Source: an optimization exercise on an open RTL-to-GDS flow (aim: a short achievable clock period and few clock cycles). Production flows keep margins and buffers that such runs may drop. Function was checked by simulation only, so behaviour that the tests miss may differ from the original. Power and IR drop assume default switching activity.

Setup of exp/sierra:
// PipelineCPU
module PipelineCPU(
  input clk, rst,
  output [8:0] imem_addr,
  input [31:0] imem_data,
  output [8:0] dmem_addr,
  output [31:0] dmem_wdata,
  output dmem_we,
  input [31:0] dmem_rdata
);
Size: roughly 5900 cells after synthesis, roughly 1600 flip-flops, ~0.079 mm² of cells after synthesis.
Settings: LEC_CHECK=0, CAP_MARGIN=20, CORE_MARGIN=2, CORE_UTILIZATION=40, SETUP_SLACK_MARGIN=4.3, SLEW_MARGIN=20; clock period 6.5 ns.
run.sh (not shown) runs the stock make flow with config.mk's settings and CLKGATE_MAP_FILE= SYNTH_SCRIPT=/design/flow/synth_recipe.tcl, a recipe that flattens the netlist after the stock synthesis.
Testbench counts of exp/sierra, summed over its fixed seeds: cycles 63,165.
Modified inputs, exp/nickel compared to exp/sierra
--- a/flow/design.v
+++ b/flow/design.v
@@ -122,66 +122,69 @@
           gg[i] = gg[i] | (tt[i] & gg[i-d]);
           tt[i] = tt[i] & tt[i-d];
         end
       add9 = p ^ {gg[7:0] | (tt[7:0] & {8{ci}}), ci};
     end
   endfunction
   wire [8:0] pc1 = add9(pc, 9'd0, 1'b1);
   wire [8:0] btgt = add9(pc, ins[8:0], 1'b1);
   wire [8:0] pm1 = add9(pc, 9'h1ff, 1'b0);
   wire bz = d_beq & ex_alu & ~f_any & (rt == 5'd0) & (rs == ex_dest);
   wire bz_go = bz & ex_zero & ~wb_taken;
   wire hold = d_sw & ex_alu & (rt == ex_dest);
-  reg fv [0:15];
-  reg [4:0] ftag [0:15];
-  reg [8:0] fsucc [0:15];
-  wire [15:0] fdec = 16'd1 << pc[3:0];
-  reg [14:0] fsel;
+  reg fv [0:7];
+  reg [5:0] ftag [0:7];
+  reg [8:0] fsucc [0:7];
+  wire [7:0] fdec = 8'd1 << pc[2:0];
+  reg [7:0] fmatch;
+  reg [8:0] fsel;
   integer e;
   always @(*) begin
-    fsel = 15'd0;
-    for (e = 0; e < 16; e = e + 1)
-      fsel = fsel | ({15{fdec[e]}} & {fv[e], ftag[e], fsucc[e]});
-  end
-  wire fhit = fsel[14] & (fsel[13:9] == pc[8:4]);
-  wire [8:0] seqn = fhit ? fsel[8:0] : pc1;
+    fsel = 9'd0;
+    for (e = 0; e < 8; e = e + 1) begin
+      fmatch[e] = fdec[e] & fv[e] & (ftag[e] == pc[8:3]);
+      fsel = fsel | ({9{fdec[e]}} & fsucc[e]);
+    end
+  end
+  wire fhit = |fmatch;
   wire [8:0] succ = d_j ? ins[8:0] : beq_same ? btgt : pc1;
   reg fu;
   reg [8:0] fu_key;
   always @(posedge clk) begin
-    fu <= ~rst & ~wb_taken & ~hold & ~d_j & ~beq_same & ~bz_go & fhit;
+    fu <= ~rst & fold;
     fu_key <= pc;
   end
   reg fw;
   reg [8:0] fw_key, fw_succ;
   always @(posedge clk) begin
     fw <= ~rst & skippable;
     fw_key <= fu ? fu_key : pm1;
     fw_succ <= succ;
   end
   integer k;
   always @(posedge clk) begin
     if (rst) begin
-      for (k = 0; k < 16; k = k + 1) fv[k] <= 1'b0;
+      for (k = 0; k < 8; k = k + 1) fv[k] <= 1'b0;
     end else if (fw) begin
-      fv[fw_key[3:0]] <= 1'b1;
-      ftag[fw_key[3:0]] <= fw_key[8:4];
-      fsucc[fw_key[3:0]] <= fw_succ;
+      fv[fw_key[2:0]] <= 1'b1;
+      ftag[fw_key[2:0]] <= fw_key[8:3];
+      fsucc[fw_key[2:0]] <= fw_succ;
     end
   end
   wire [8:0] pc_base = wb_taken ? wb_tgt :
                        hold ? pc :
                        d_j ? ins[8:0] :
-                       beq_same ? btgt : seqn;
-  wire [8:0] pc_next = bz_go ? btgt : pc_base;
+                       beq_same ? btgt : pc1;
+  wire fold = fhit & ~wb_taken & ~hold & ~d_j & ~beq_same & ~bz_go;
+  wire [8:0] pc_next = fold ? fsel : bz_go ? btgt : pc_base;
   always @(posedge clk) begin
     if (rst) pc <= 9'd0;
     else pc <= pc_next;
   end
   wire mem_wr = mem_alu | mem_ld;
   wire [15:0] ahi = mem_fa ? wb_hi : mem_ahi;
   wire [15:0] bhi = mem_fb ? wb_hi : mem_bhi;
   wire br_taken = mem_br & mem_eqlo & (ahi == bhi);
   wire [15:0] yhi;
   wire co_hi;
   ALU #(.W(16)) alu_hi(.a(ahi), .b(bhi), .ci(mem_c16), .y(yhi), .co(co_hi));
   wire [31:0] mem_val = mem_ld ? dmem_rdata : {yhi, mem_ylo};
[summary]
In the flow results for exp/sierra and exp/nickel, the global-route wire length before repair is smaller on exp/nickel. exp/nickel vs. exp/sierra: cell area after synthesis went down 0.0042 mm²; part of the total power dissipated in the clock network has increased; shortest period the worst path allows now sits lower. exp/nickel vs. exp/sierra: met2 wirelength from detailed routing went down by about 11%. Final setup slack of the worst path in exp/nickel is 0.39 ns above exp/sierra. exp/nickel carries fewer flip-flops than exp/sierra. Tightest hold margin delta for exp/nickel relative to exp/sierra: 0.011 ns lower. Comparing design area for exp/sierra and exp/nickel, the bigger number came from exp/sierra. Comparing exp/sierra and exp/nickel, the lower global-route met2 utilization is on exp/nickel. Standard-cell row count delta for exp/nickel relative to exp/sierra: about 2.5% lower. exp/nickel vs exp/sierra: portion of the clock cycle consumed by the worst path in the final layout down in exp/nickel.
Testbench counts of exp/nickel, summed over its fixed seeds: cycles 63,462.

==> port drivers added, routing unchanged <==
How much do the figures lean on ideal ports? The routed layouts below were timed once more, with nothing changed but the port constraints.
Step 1 assumes that a clkbuf_16 drives the clock port and a buf_2 every other input.
Step 2, shift: input delay + t, output delay - t, t = (earliest + latest rising clock arrival at the registers) / 2. This alone moves slack from input paths to output paths.
Slacks: ideal ports / drivers / drivers and shift; pairs: ideal ports / drivers.
| run | t (ns) | setup WS [ns] | worst setup path at the end | clock arrival spread, ns | slew at the worst register clock pin (ns) |
|---|---|---|---|---|---|
| exp/sierra | 0.927 | 3.069 / 2.840 / 1.913 | input to register | 0.072 / 0.072 | 0.08 / 0.08 |
| exp/nickel | 0.907 | 3.461 / 2.806 / 1.899 | input to register | 0.060 / 0.060 | 0.07 / 0.07 |
After both steps every run listed still meets setup and hold. For exp/nickel, which loses most, drivers alone change the setup slack by -0.655 ns; drivers and shift together by -1.562 ns.
